What follows belongs to an exercise in optimizing a design on an open flow for small area and a short achievable clock period; a production flow would make more cautious choices.
The RTL was checked by simulation tests, not by an equivalence proof against the original design.
Power is estimated from default activity; no workload was simulated.

== v47 ==
==> flow/design.v (excerpt) <==
module adder(clk, rst, in_valid, operand_1, operand_2, out_valid, Sum);
clock: 4.0 ns
lec_check: 0
abc_area: 1
cap_margin: 20
core_margin: 2
core_utilization: 40
cts_buf_list: sky130_fd_sc_hd__clkbuf_4 sky130_fd_sc_hd__clkbuf_8
setup_slack_margin: 1.2
slew_margin: 20
standard.sh (not shown) runs the stock make flow with config.mk's settings and CLKGATE_MAP_FILE= SYNTH_SCRIPT=/design/flow/synth_recipe.tcl, a recipe that flattens the netlist after the stock synthesis.
==> flow/flow/run.sh <==
#!/bin/bash
# Standard layout, with plain buf_1 cells as the port buffers.
export BUFFER_PORTS_ARGS="-buffer_cell sky130_fd_sc_hd__buf_1"
bash standard.sh > standard.log 2>&1
### v47 -> v13
# v47
export LEC_CHECK = 0
export ABC_AREA = 1
export CAP_MARGIN = 20
export CORE_MARGIN = 2
export CORE_UTILIZATION = 40
export CTS_BUF_LIST = sky130_fd_sc_hd__clkbuf_4 sky130_fd_sc_hd__clkbuf_8
export SETUP_SLACK_MARGIN = 1.2
export SLEW_MARGIN = 20
create_clock -name core_clock -period 4.0 [get_ports {clk}]
# v13
export LEC_CHECK = 0
export ABC_AREA = 1
export CAP_MARGIN = 20
export CORE_MARGIN = 2
export CORE_UTILIZATION = 30
export CTS_BUF_LIST = sky130_fd_sc_hd__clkbuf_4 sky130_fd_sc_hd__clkbuf_8
export SETUP_SLACK_MARGIN = 1.3
export SLEW_MARGIN = 20
create_clock -name core_clock -period 4.0 [get_ports {clk}]
==> comparison <==
The minimum clock period number comes out higher for v47 vs v13.
Diff v47 -> v13: overall power of the completed layout increased about 2%, maximum frequency went up 1.6%, clock power share moved up, peak supply drop higher.
In the tables for v13 and v47, worst hold slack reads lower with v47.
v47 ended up with operand_1[28] as its first element of the critical path; v13 ended up with ms_c[23].
From v47 to v13 the numbers moved as follows: sequential power ~0 delta, cell count after placement +81.
## Diff of input files: v51 against v13
# v13
export LEC_CHECK = 0
export ABC_AREA = 1
export CAP_MARGIN = 20
export CORE_MARGIN = 2
export CORE_UTILIZATION = 30
export CTS_BUF_LIST = sky130_fd_sc_hd__clkbuf_4 sky130_fd_sc_hd__clkbuf_8
export SETUP_SLACK_MARGIN = 1.3
export SLEW_MARGIN = 20
create_clock -name core_clock -period 4.0 [get_ports {clk}]
# v51
export LEC_CHECK = 0
export ABC_AREA = 1
export CAP_MARGIN = 20
export CORE_MARGIN = 2
export CORE_UTILIZATION = 40
export CTS_BUF_LIST = sky130_fd_sc_hd__clkbuf_4 sky130_fd_sc_hd__clkbuf_8
export SETUP_SLACK_MARGIN = 1.3
export SLEW_MARGIN = 20
create_clock -name core_clock -period 4.0 [get_ports {clk}]
--- outcome ---
Largest stage delay on the critical path delta for v51 relative to v13: 0.04 ns higher. register to output port as the critical setup path kind was reported by v13, and register to register by v51. Lower end-of-flow core utilization goes to v13 over v51. Between v13 and v51, the placed instance count is higher for v13. In v51, the overall power after layout came out about 3% below the value in v13. First-pass GRT wire length: v51 < v13.
Input changes introduced in v18 (baseline for comparison: v51):
# v51
export LEC_CHECK = 0
export ABC_AREA = 1
export CAP_MARGIN = 20
export CORE_MARGIN = 2
export CORE_UTILIZATION = 40
export CTS_BUF_LIST = sky130_fd_sc_hd__clkbuf_4 sky130_fd_sc_hd__clkbuf_8
export SETUP_SLACK_MARGIN = 1.3
export SLEW_MARGIN = 20
create_clock -name core_clock -period 4.0 [get_ports {clk}]
# v18
export LEC_CHECK = 0
export ABC_AREA = 1
export CAP_MARGIN = 20
export CORE_MARGIN = 2
export CORE_UTILIZATION = 40
export CTS_BUF_LIST = sky130_fd_sc_hd__clkbuf_4 sky130_fd_sc_hd__clkbuf_8
export SETUP_SLACK_MARGIN = 1.4
export SLEW_MARGIN = 20
create_clock -name core_clock -period 4.0 [get_ports {clk}]
--- outcome ---
[compare] base=v51 new=v18: overall global routing resource usage saw a decrease; max-slew headroom at the worst pin saw a decrease. Relative to v51, fraction of area in registers decreased by 0.83 points in v18. v18 finished end to end and its layout was clean on timing, DRC and antenna. In v18 relative to v51, total number of nets in the final design had gone up slightly.

[static timing again, ports no longer ideal]
No port has a modelled driver above. Below, the same layouts with a new extraction and two added sets of constraints.
Step 1 sets driving cells, clkbuf_16 on the clock port and buf_2 on the other inputs (assumed; they add their load-dependent delay and slew).
Step 2 moves the port delays by t, midway between the first and last clock arrival at a register: inputs arrive t later, outputs are due t later. That takes back most of the time a late clock gives input paths.
a / b / c = ideal / step 1 / step 2; a / b = the first two.
| run | shift t [ns] | setup WS [ns] | hold slack, ns | latest minus earliest clock arrival (ns) | slew at the worst register clock pin (ns) |
|---|---|---|---|---|---|
| v47 | 0.406 | 1.352 / 1.348 / 0.953 | 0.330 / 0.330 / 0.330 | 0.011 / 0.012 | 0.09 / 0.09 |
| v13 | 0.392 | 1.394 / 1.359 / 1.081 | 0.333 / 0.333 / 0.333 | 0.015 / 0.014 | 0.10 / 0.10 |
| v51 | 0.398 | 1.426 / 1.426 / 1.077 | 0.333 / 0.333 / 0.333 | 0.010 / 0.011 | 0.09 / 0.09 |
| v18 | 0.407 | 1.484 / 1.484 / 1.130 | 0.334 / 0.334 / 0.334 | 0.010 / 0.010 | 0.10 / 0.10 |
After both steps every run listed still meets setup and hold. The setup slack of v47, which loses most, moves by -0.004 ns with the drivers and by -0.399 ns with both steps.
